This design comes from an exercise in tuning for small area on the open sky130 flow, not from production work.
Function was checked by simulation only, so behaviour that the tests miss may differ from the original.
The clock input has no modelled driver; a real chip could not lean on it and would need a root buffer or a full tree.
Power is estimated from default activity; no workload was simulated.

==> xenon <==
Design Mips, start of the top module:
module Mips (
    input clock,
    input reset,
    output [9:0] imem_addr,
    input [31:0] imem_data,
    output [9:0] dmem_addr,
    output [31:0] dmem_wdata,
    output dmem_we,
    input [31:0] dmem_rdata
);
    reg [4:0] ph;
    wire [4:0] ph_inc = ph ^ {&ph[3:0], &ph[2:0], &ph[1:0], ph[0], 1'b1};
    wire last = &ph;
    wire first = ~|ph;
    always @(posedge clock or negedge reset)
        if (!reset) ph <= 5'd0;
        else ph <= ph_inc;
    reg init;
    always @(posedge clock or negedge reset)
        if (!reset) init <= 1'b1;
        else if (last) init <= 1'b0;
    wire [31:0] ins = imem_data;
    wire [5:0] op = ins[31:26];
    wire [5:0] fn = ins[5:0];
    wire [4:0] rs = ins[25:21];
    wire [4:0] rt = ins[20:16];
    wire [4:0] rd = ins[15:11];
    wire is_r   = (op == 6'h00);
    wire r_sll  = is_r & (fn == 6'h04);
    wire r_srl  = is_r & (fn == 6'h06);
    wire r_sra  = is_r & (fn == 6'h07);
    wire r_jr   = is_r & (fn == 6'h08);
    wire r_mult = is_r & (fn == 6'h18);
    wire r_addt = is_r & (fn[5:2] == 4'b1000);    
    wire r_logic = is_r & (fn[5:2] == 4'b1001);   
    wire i_j    = (op == 6'h02);
    wire i_br   = (op[5:2] == 4'b0001);           
    wire i_addt = (op[5:1] == 5'b00100);          
    wire i_logic = (op[5:2] == 4'b0011) & ~(op[1] & op[0]);  
  ...
Settings: LEC_CHECK=0, CAP_MARGIN=20, CORE_MARGIN=2, CORE_UTILIZATION=60, SLEW_MARGIN=20; clock period 15.0 ns.
standard.sh (not shown) runs the stock make flow with config.mk's settings and CLKGATE_MAP_FILE= SYNTH_SCRIPT=/design/flow/synth_recipe.tcl, a recipe that flattens the netlist after the stock synthesis.
==> flow/flow/run.sh <==
#!/bin/bash
# Own layout flow: the standard ORFS flow (standard.sh) with
#  - the standard synthesis script, except that Yosys extracts only full
#    adders (no half adders) and ABC maps with an area-oriented script
#    (flow/area.abc);
#    registers, their names and cells are those of the standard synthesis;
#  - port buffers of the smallest buffer cell;
#  - CTS without dummy loads, with larger sink clusters, and lightly loaded
#    leaf clock buffers downsized afterwards, and the two lowest levels of
#    clock buffers turned into inverters (flow/post_cts.tcl).
# Every tool's output goes to the ORFS logs under orfs/logs and to own_flow.log.
set -euo pipefail
HERE=$(pwd)
S=$FLOW_HOME/scripts/synth.tcl
sed -e 's|^  extract_fa {\*}\[dont_use_extract_fa_args\]$|  extract_fa -fa|' \
    -e "s|^  log_cmd abc {\*}\$abc_args\$|  set abc_args [lreplace \$abc_args 1 1 $HERE/flow/area.abc]\n  log_cmd abc {*}\$abc_args|" \
    "$S" > own_synth.tcl
grep -q '^  extract_fa -fa$' own_synth.tcl
grep -q 'flow/area.abc' own_synth.tcl
sed "s|source \$::env(SCRIPTS_DIR)/synth.tcl|source $HERE/own_synth.tcl|" synth_recipe.tcl > own_synth_recipe.tcl
grep -q own_synth.tcl own_synth_recipe.tcl
sed "s|SYNTH_SCRIPT=[^ ]*|SYNTH_SCRIPT=$HERE/own_synth_recipe.tcl|" standard.sh > own_standard.sh
grep -q own_synth_recipe.tcl own_standard.sh
export BUFFER_PORTS_ARGS="-buffer_cell sky130_fd_sc_hd__buf_1"
export CTS_ARGS="-sink_clustering_enable -repair_clock_nets -sink_clustering_size 36 -sink_clustering_max_diameter 60 -buf_list sky130_fd_sc_hd__clkbuf_16 -dont_use_dummy_load"
export POST_CTS_TCL=$HERE/flow/post_cts.tcl
bash own_standard.sh > own_flow.log 2>&1
==> flow/flow/post_cts.tcl <==
set slew_limit 0.095
proc leaf_worst_slew { loads } {
  estimate_parasitics -placement
  set worst 0.0
  foreach p $loads {
    set s [get_property $p slew_max]
    if { $s > $worst } { set worst $s }
  }
  return $worst
}
set saved 0
foreach inst [get_cells -hierarchical clkbuf_leaf_*] {
  if { [get_property $inst ref_name] ne "sky130_fd_sc_hd__clkbuf_16" } { continue }
  set out [get_pins -of_objects $inst -filter "direction == output"]
  set loads [get_pins -of_objects [get_nets -of_objects $out] -filter "direction == input"]
  foreach cand { sky130_fd_sc_hd__clkbuf_4 sky130_fd_sc_hd__clkbuf_8 } {
    replace_cell $inst $cand
    set w [leaf_worst_slew $loads]
    if { $w <= $slew_limit } {
      puts "post_cts: [get_full_name $inst] ([llength $loads] sinks) -> $cand, slew [format %.3f $w] ns"
      incr saved
      break
    }
    replace_cell $inst sky130_fd_sc_hd__clkbuf_16
  }
}
# Then the buffers above the leaves, as long as no flip-flop clock pin gets
# a slower estimated slew than the worst one the leaves already have.
set all_loads {}
foreach inst [get_cells -hierarchical clkbuf_leaf_*] {
  set out [get_pins -of_objects $inst -filter "direction == output"]
  foreach p [get_pins -of_objects [get_nets -of_objects $out] -filter "direction == input"] { lappend all_loads $p }
}
set base [leaf_worst_slew $all_loads]
foreach inst [get_cells -hierarchical clkbuf_*] {
  set name [get_full_name $inst]
  if { [string match clkbuf_leaf_* $name] } { continue }
  if { [get_property $inst ref_name] ne "sky130_fd_sc_hd__clkbuf_16" } { continue }
  replace_cell $inst sky130_fd_sc_hd__clkbuf_8
  set w [leaf_worst_slew $all_loads]
  if { $w <= $base + 0.002 } {
    puts "post_cts: $name -> sky130_fd_sc_hd__clkbuf_8, worst sink slew [format %.3f $w] ns"
    incr saved
  } else {
    replace_cell $inst sky130_fd_sc_hd__clkbuf_16
  }
}
puts "post_cts: downsized $saved clock buffers"

# Turn each clock buffer whose loads are all leaf clock buffers, and those
# leaves, into inverters of the same drive: every flip-flop still sees an
# even number of inversions.
proc sink_slews { } {
  estimate_parasitics -placement
  set worst 0.0
  foreach inst [get_cells -hierarchical clkbuf_leaf_*] {
    set out [get_pins -of_objects $inst -filter "direction == output"]
    foreach p [get_pins -of_objects [get_nets -of_objects $out] -filter "direction == input"] {
      set s [get_property $p slew_max]
      if { $s > $worst } { set worst $s }
    }
  }
  return $worst
}
proc to_inverter { name } {
  set block [ord::get_db_block]
  set inst [$block findInst $name]
  set m [[$inst getMaster] getName]
  set inv [string map {clkbuf_ inv_} $m]
  if {![string match clkbuf_leaf_* $name]} { set inv sky130_fd_sc_hd__inv_16 }
  set master [[ord::get_db] findMaster $inv]
  set loc [$inst getLocation]
  set orient [$inst getOrient]
  set status [$inst getPlacementStatus]
  set in_net [[$inst findITerm A] getNet]
  set out_net [[$inst findITerm X] getNet]
  odb::dbInst_destroy $inst
  set new [odb::dbInst_create $block $master $name]
  [$new findITerm A] connect $in_net
  [$new findITerm Y] connect $out_net
  $new setOrient $orient
  $new setLocation [lindex $loc 0] [lindex $loc 1]
  $new setPlacementStatus $status
  return "$m -> $inv"
}
set groups {}
foreach inst [get_cells -hierarchical clkbuf_*] {
  set name [get_full_name $inst]
  if { [string match clkbuf_leaf_* $name] } { continue }
  set out [get_pins -of_objects $inst -filter "direction == output"]
  set loads [get_pins -of_objects [get_nets -of_objects $out] -filter "direction == input"]
  set leaves {}
  set ok 1
  foreach p $loads {
    set li [get_full_name [get_cells -of_objects $p]]
    if { ![string match clkbuf_leaf_* $li] } { set ok 0 }
    lappend leaves $li
  }
  if { $ok } { lappend groups [list $name $leaves] }
}
set n 0
foreach g $groups {
  puts "invert: [lindex $g 0] [to_inverter [lindex $g 0]]"
  foreach l [lindex $g 1] { puts "invert: $l [to_inverter $l]"; incr n }
}
global_connect
puts "post_cts: $n leaf clock buffers made inverters, worst estimated sink slew [format %.3f [sink_slews]] ns"
estimate_parasitics -placement

# Finally give each leaf inverter the smallest size that keeps its sinks'
# estimated slew within slew_limit (or the slew it has now, if larger).
set resized 0
foreach inst [get_cells -hierarchical clkbuf_leaf_*] {
  set m [get_property $inst ref_name]
  if { ![string match sky130_fd_sc_hd__inv_* $m] } { continue }
  set out [get_pins -of_objects $inst -filter "direction == output"]
  set loads [get_pins -of_objects [get_nets -of_objects $out] -filter "direction == input"]
  set now [leaf_worst_slew $loads]
  set lim [expr { max($slew_limit, $now) }]
  foreach cand { sky130_fd_sc_hd__inv_2 sky130_fd_sc_hd__inv_4 sky130_fd_sc_hd__inv_6 sky130_fd_sc_hd__inv_8 sky130_fd_sc_hd__inv_12 sky130_fd_sc_hd__inv_16 } {
    if { $cand eq $m } { break }
    replace_cell $inst $cand
    set w [leaf_worst_slew $loads]
    if { $w <= $lim && [sink_slews] <= [expr { max(0.120, $now) }] } {
      puts "post_cts: [get_full_name $inst] $m -> $cand, slew [format %.3f $w] ns"
      incr resized
      break
    }
    replace_cell $inst $m
  }
}
estimate_parasitics -placement
puts "post_cts: resized $resized leaf inverters, worst estimated sink slew [format %.3f [sink_slews]] ns"
Other scripts of this flow, unchanged in this note and not shown: flow/flow/area.abc
==> indigo (differences from xenon) <==
--- a/flow/design.v
+++ b/flow/design.v
@@ -50,29 +50,20 @@
     reg cwe;           
     reg [4:0] crd;
     reg cA, cB, cS;    
     reg [4:0] X;       
     reg pend_sw;
     wire C;            
     wire [31:0] rout, rin;
-    wire [3:0] wP;
-    wire [7:0] wQ;
-    genvar pj;
-    generate for (pj = 0; pj < 8; pj = pj + 1) begin : g_pd
-        if (pj < 4) begin : g_p
-            assign wP[pj] = init | (cwe & (crd[1:0] == pj));
-        end
-        assign wQ[pj] = init | (crd[4:2] == pj);
-    end endgenerate
     wire wbit = C & ~init;
     genvar r;
     generate
         for (r = 0; r < 32; r = r + 1) begin : g_rf
             reg [31:0] q;
-            wire we = wP[r % 4] & wQ[r / 4];
+            wire we = init | (cwe & (crd == r));
             assign rin[r] = we ? wbit : q[0];
             always @(posedge clock)
                 q <= {rin[r], q[31:1]};
             assign rout[r] = q[0];
         end
     endgenerate
     wire a = rin[rs];
@@ -148,26 +139,19 @@
             cS <= r_sll | r_sra;
             X <= r_mult ? rs : DA[4:0];
         end
     wire u = cS ? (ph == X) : rout[X];
     wire v = RD[0];
     reg [15:0] MA, MB, R;
     reg [15:0] MAn, MBn, xr, yr;
-    wire [3:0] phl = {ph[1:0] == 2'd3, ph[1:0] == 2'd2, ph[1:0] == 2'd1, ph[1:0] == 2'd0};
-    wire [3:0] phh = {ph[3:2] == 2'd3, ph[3:2] == 2'd2, ph[3:2] == 2'd1, ph[3:2] == 2'd0} & {4{~ph[4]}};
-    wire [15:0] Em;
-    genvar ge;
-    generate for (ge = 0; ge < 16; ge = ge + 1) begin : g_em
-        assign Em[ge] = phl[ge % 4] & phh[ge / 4];
-    end endgenerate
     integer m;
     always @(*)
         for (m = 0; m < 16; m = m + 1) begin
-            MAn[m] = Em[m] ? u : MA[m];
-            MBn[m] = Em[m] ? v : MB[m];
+            MAn[m] = (ph == m) ? u : MA[m];
+            MBn[m] = (ph == m) ? v : MB[m];
             xr[m] = u & MB[m];
             yr[m] = v & MAn[m];
         end
     wire [15:0] ms = R ^ xr ^ yr;
     wire [15:0] mc = (R & xr) | (R & yr) | (xr & yr);
     wire [16:0] tot;
     wire [16:0] mk;
==> flow/flow/run.sh (replaced) <==
#!/bin/bash
# Own layout flow: the standard ORFS flow (standard.sh) with
#  - the standard synthesis script, except that Yosys extracts only full
#    adders (no half adders) and ABC maps with an area-oriented script
#    (flow/area.abc);
#    registers, their names and cells are those of the standard synthesis;
#  - port buffers of the smallest buffer cell;
#  - CTS without dummy loads, with larger sink clusters.
# Every tool's output goes to the ORFS logs under orfs/logs and to own_flow.log.
set -euo pipefail
HERE=$(pwd)
S=$FLOW_HOME/scripts/synth.tcl
sed -e 's|^  extract_fa {\*}\[dont_use_extract_fa_args\]$|  extract_fa -fa|' \
    -e "s|^  log_cmd abc {\*}\$abc_args\$|  set abc_args [lreplace \$abc_args 1 1 $HERE/flow/area.abc]\n  log_cmd abc {*}\$abc_args|" \
    "$S" > own_synth.tcl
grep -q '^  extract_fa -fa$' own_synth.tcl
grep -q 'flow/area.abc' own_synth.tcl
sed "s|source \$::env(SCRIPTS_DIR)/synth.tcl|source $HERE/own_synth.tcl|" synth_recipe.tcl > own_synth_recipe.tcl
grep -q own_synth.tcl own_synth_recipe.tcl
sed "s|SYNTH_SCRIPT=[^ ]*|SYNTH_SCRIPT=$HERE/own_synth_recipe.tcl|" standard.sh > own_standard.sh
grep -q own_synth_recipe.tcl own_standard.sh
export BUFFER_PORTS_ARGS="-buffer_cell sky130_fd_sc_hd__buf_1"
export CTS_ARGS="-sink_clustering_enable -repair_clock_nets -sink_clustering_size 40 -sink_clustering_max_diameter 60 -buf_list sky130_fd_sc_hd__clkbuf_16 -dont_use_dummy_load"
bash own_standard.sh > own_flow.log 2>&1
Settings changed: CORE_UTILIZATION 60 to 50.
removed: flow/flow/post_cts.tcl
==> onyx (differences from xenon) <==
--- a/flow/design.v
+++ b/flow/design.v
@@ -50,29 +50,20 @@
     reg cwe;           
     reg [4:0] crd;
     reg cA, cB, cS;    
     reg [4:0] X;       
     reg pend_sw;
     wire C;            
     wire [31:0] rout, rin;
-    wire [3:0] wP;
-    wire [7:0] wQ;
-    genvar pj;
-    generate for (pj = 0; pj < 8; pj = pj + 1) begin : g_pd
-        if (pj < 4) begin : g_p
-            assign wP[pj] = init | (cwe & (crd[1:0] == pj));
-        end
-        assign wQ[pj] = init | (crd[4:2] == pj);
-    end endgenerate
     wire wbit = C & ~init;
     genvar r;
     generate
         for (r = 0; r < 32; r = r + 1) begin : g_rf
             reg [31:0] q;
-            wire we = wP[r % 4] & wQ[r / 4];
+            wire we = init | (cwe & (crd == r));
             assign rin[r] = we ? wbit : q[0];
             always @(posedge clock)
                 q <= {rin[r], q[31:1]};
             assign rout[r] = q[0];
         end
     endgenerate
     wire a = rin[rs];
@@ -148,26 +139,19 @@
             cS <= r_sll | r_sra;
             X <= r_mult ? rs : DA[4:0];
         end
     wire u = cS ? (ph == X) : rout[X];
     wire v = RD[0];
     reg [15:0] MA, MB, R;
     reg [15:0] MAn, MBn, xr, yr;
-    wire [3:0] phl = {ph[1:0] == 2'd3, ph[1:0] == 2'd2, ph[1:0] == 2'd1, ph[1:0] == 2'd0};
-    wire [3:0] phh = {ph[3:2] == 2'd3, ph[3:2] == 2'd2, ph[3:2] == 2'd1, ph[3:2] == 2'd0} & {4{~ph[4]}};
-    wire [15:0] Em;
-    genvar ge;
-    generate for (ge = 0; ge < 16; ge = ge + 1) begin : g_em
-        assign Em[ge] = phl[ge % 4] & phh[ge / 4];
-    end endgenerate
     integer m;
     always @(*)
         for (m = 0; m < 16; m = m + 1) begin
-            MAn[m] = Em[m] ? u : MA[m];
-            MBn[m] = Em[m] ? v : MB[m];
+            MAn[m] = (ph == m) ? u : MA[m];
+            MBn[m] = (ph == m) ? v : MB[m];
             xr[m] = u & MB[m];
             yr[m] = v & MAn[m];
         end
     wire [15:0] ms = R ^ xr ^ yr;
     wire [15:0] mc = (R & xr) | (R & yr) | (xr & yr);
     wire [16:0] tot;
     wire [16:0] mk;
--- a/flow/flow/run.sh
+++ b/flow/flow/run.sh
@@ -18,10 +18,10 @@
 grep -q '^  extract_fa -fa$' own_synth.tcl
 grep -q 'flow/area.abc' own_synth.tcl
 sed "s|source \$::env(SCRIPTS_DIR)/synth.tcl|source $HERE/own_synth.tcl|" synth_recipe.tcl > own_synth_recipe.tcl
 grep -q own_synth.tcl own_synth_recipe.tcl
 sed "s|SYNTH_SCRIPT=[^ ]*|SYNTH_SCRIPT=$HERE/own_synth_recipe.tcl|" standard.sh > own_standard.sh
 grep -q own_synth_recipe.tcl own_standard.sh
 export BUFFER_PORTS_ARGS="-buffer_cell sky130_fd_sc_hd__buf_1"
-export CTS_ARGS="-sink_clustering_enable -repair_clock_nets -sink_clustering_size 36 -sink_clustering_max_diameter 60 -buf_list sky130_fd_sc_hd__clkbuf_16 -dont_use_dummy_load"
+export CTS_ARGS="-sink_clustering_enable -repair_clock_nets -sink_clustering_size 36 -sink_clustering_max_diameter 50 -buf_list sky130_fd_sc_hd__clkbuf_16 -dont_use_dummy_load"
 export POST_CTS_TCL=$HERE/flow/post_cts.tcl
 bash own_standard.sh > own_flow.log 2>&1
==> ember (differences from xenon) <==
--- a/flow/design.v
+++ b/flow/design.v
@@ -50,29 +50,20 @@
     reg cwe;           
     reg [4:0] crd;
     reg cA, cB, cS;    
     reg [4:0] X;       
     reg pend_sw;
     wire C;            
     wire [31:0] rout, rin;
-    wire [3:0] wP;
-    wire [7:0] wQ;
-    genvar pj;
-    generate for (pj = 0; pj < 8; pj = pj + 1) begin : g_pd
-        if (pj < 4) begin : g_p
-            assign wP[pj] = init | (cwe & (crd[1:0] == pj));
-        end
-        assign wQ[pj] = init | (crd[4:2] == pj);
-    end endgenerate
     wire wbit = C & ~init;
     genvar r;
     generate
         for (r = 0; r < 32; r = r + 1) begin : g_rf
             reg [31:0] q;
-            wire we = wP[r % 4] & wQ[r / 4];
+            wire we = init | (cwe & (crd == r));
             assign rin[r] = we ? wbit : q[0];
             always @(posedge clock)
                 q <= {rin[r], q[31:1]};
             assign rout[r] = q[0];
         end
     endgenerate
     wire a = rin[rs];
@@ -148,26 +139,19 @@
             cS <= r_sll | r_sra;
             X <= r_mult ? rs : DA[4:0];
         end
     wire u = cS ? (ph == X) : rout[X];
     wire v = RD[0];
     reg [15:0] MA, MB, R;
     reg [15:0] MAn, MBn, xr, yr;
-    wire [3:0] phl = {ph[1:0] == 2'd3, ph[1:0] == 2'd2, ph[1:0] == 2'd1, ph[1:0] == 2'd0};
-    wire [3:0] phh = {ph[3:2] == 2'd3, ph[3:2] == 2'd2, ph[3:2] == 2'd1, ph[3:2] == 2'd0} & {4{~ph[4]}};
-    wire [15:0] Em;
-    genvar ge;
-    generate for (ge = 0; ge < 16; ge = ge + 1) begin : g_em
-        assign Em[ge] = phl[ge % 4] & phh[ge / 4];
-    end endgenerate
     integer m;
     always @(*)
         for (m = 0; m < 16; m = m + 1) begin
-            MAn[m] = Em[m] ? u : MA[m];
-            MBn[m] = Em[m] ? v : MB[m];
+            MAn[m] = (ph == m) ? u : MA[m];
+            MBn[m] = (ph == m) ? v : MB[m];
             xr[m] = u & MB[m];
             yr[m] = v & MAn[m];
         end
     wire [15:0] ms = R ^ xr ^ yr;
     wire [15:0] mc = (R & xr) | (R & yr) | (xr & yr);
     wire [16:0] tot;
     wire [16:0] mk;
==> comparison table <==
Crit-path most repeated cell: onyx sky130_fd_sc_hd__a21oi_1; indigo sky130_fd_sc_hd__fa_1; ember sky130_fd_sc_hd__a21oi_1; xenon sky130_fd_sc_hd__fa_1
Outcome: onyx no timing/DRC/antenna violations; indigo no timing/DRC/antenna violations; ember no timing/DRC/antenna violations; xenon no timing/DRC/antenna violations
Max Fanout on Critical Path: onyx 32; indigo 35; ember 32; xenon 32
Number of global-route vias before repair: onyx 13400; indigo 13200; ember 13200; xenon 13200
Crit path setup slack, layout: onyx 5.14 ns; indigo 4.53 ns; ember 5.09 ns; xenon 5.17 ns
Height of the chip: onyx 219 µm; indigo 240 µm; ember 219 µm; xenon 219 µm
Final Power: onyx 4540 µW; indigo 4600 µW; ember 4440 µW; xenon 4470 µW
Proportion of power drawn by the clock network: onyx 29.2%; indigo 30.1%; ember 27.6%; xenon 28.1%
Fin area: onyx 30100 µm²; indigo 30400 µm²; ember 29900 µm²; xenon 29900 µm²
Average size of a mapped cell: onyx 14.7 µm²; indigo 14.7 µm²; ember 14.7 µm²; xenon 14.8 µm²
Clock network power: onyx 1330 µW; indigo 1390 µW; ember 1230 µW; xenon 1260 µW
Cell count of the worst reg-to-reg path: onyx 31; indigo 29; ember 31; xenon 30
DP Area: onyx 29100 µm²; indigo 29200 µm²; ember 29100 µm²; xenon 29000 µm²
DRC marker count from the first detailed-route iteration: onyx 1035; indigo 909; ember 962; xenon 911
Antenna diode count: onyx 2; indigo 2; ember 2; xenon 1
Final core utilization: onyx 66.0%; indigo 55.2%; ember 65.7%; xenon 65.6%
Area share of fa/ha/maj cells after synthesis: onyx 2.38%; indigo 2.38%; ember 2.38%; xenon 2.38%
Worst Tran Pin Value: onyx 1.05 ns; indigo 1.09 ns; ember 1.06 ns; xenon 1.08 ns
Terminus of the critical flop-to-flop path: onyx PC[5]$_DFFE_PN0P_; indigo R[15]$_SDFF_PP0_; ember PC[7]$_DFFE_PN0P_; xenon R[14]$_SDFF_PP0_
Worst hold-check slack: onyx 0.208 ns; indigo 0.265 ns; ember 0.237 ns; xenon 0.256 ns
Met1 wire length: onyx 22300 µm; indigo 22600 µm; ember 22200 µm; xenon 22500 µm
Library cell contributing the largest single delay on the critical path: onyx sky130_fd_sc_hd__o31ai_1; indigo sky130_fd_sc_hd__edfxtp_1; ember sky130_fd_sc_hd__o31ai_1; xenon sky130_fd_sc_hd__clkinv_1
Net Sw Frac: onyx 26.3%; indigo 19.7%; ember 25.4%; xenon 25.8%
Total Wirelength: onyx 46400 µm; indigo 46100 µm; ember 46100 µm; xenon 47200 µm
Critical path depth: onyx 31; indigo 29; ember 31; xenon 30
Post-synthesis sequential area ratio: onyx 83.9%; indigo 83.9%; ember 83.9%; xenon 84.1%
Netlist cell types: onyx 43; indigo 43; ember 43; xenon 42
The clock cells of xenon, onyx and ember come from the design's own scripts or RTL, not from TritonCTS.

## static timing again, ports no longer ideal
The flow's constraints put no driver on any port. The routed layouts listed below were extracted and timed again, unchanged, in two steps.
Step 1 (the two cells are an assumption about what drives the block):
set clk [get_ports {clock}]
set_driving_cell -lib_cell sky130_fd_sc_hd__clkbuf_16 $clk
set_driving_cell -lib_cell sky130_fd_sc_hd__buf_2 [delete_from_list [all_inputs] $clk]
Step 2, shift: input delay + t, output delay - t, t = (earliest + latest rising clock arrival at the registers) / 2. This alone moves slack from input paths to output paths.
Three values: ideal, step 1, step 2; two values: the first two.
| run | t (ns) | setup WS [ns] | worst hold slack (ns) | worst register clock-pin slew, ns | cell pins on the clock port's net |
|---|---|---|---|---|---|
| xenon | 0.709 | 5.165 / 5.165 / 5.165 | 0.256 / 0.256 / 0.256 | 0.12 / 0.12 | 1 |
| indigo | 0.652 | 4.531 / 4.531 / 4.531 | 0.265 / 0.265 / 0.265 | 0.13 / 0.13 | 1 |
| onyx | 0.724 | 5.143 / 5.143 / 5.143 | 0.208 / 0.208 / 0.208 | 0.12 / 0.12 | 1 |
| ember | 0.707 | 5.091 / 5.091 / 5.091 | 0.237 / 0.237 / 0.237 | 0.12 / 0.12 | 1 |
After both steps setup and hold are still met in every run listed.
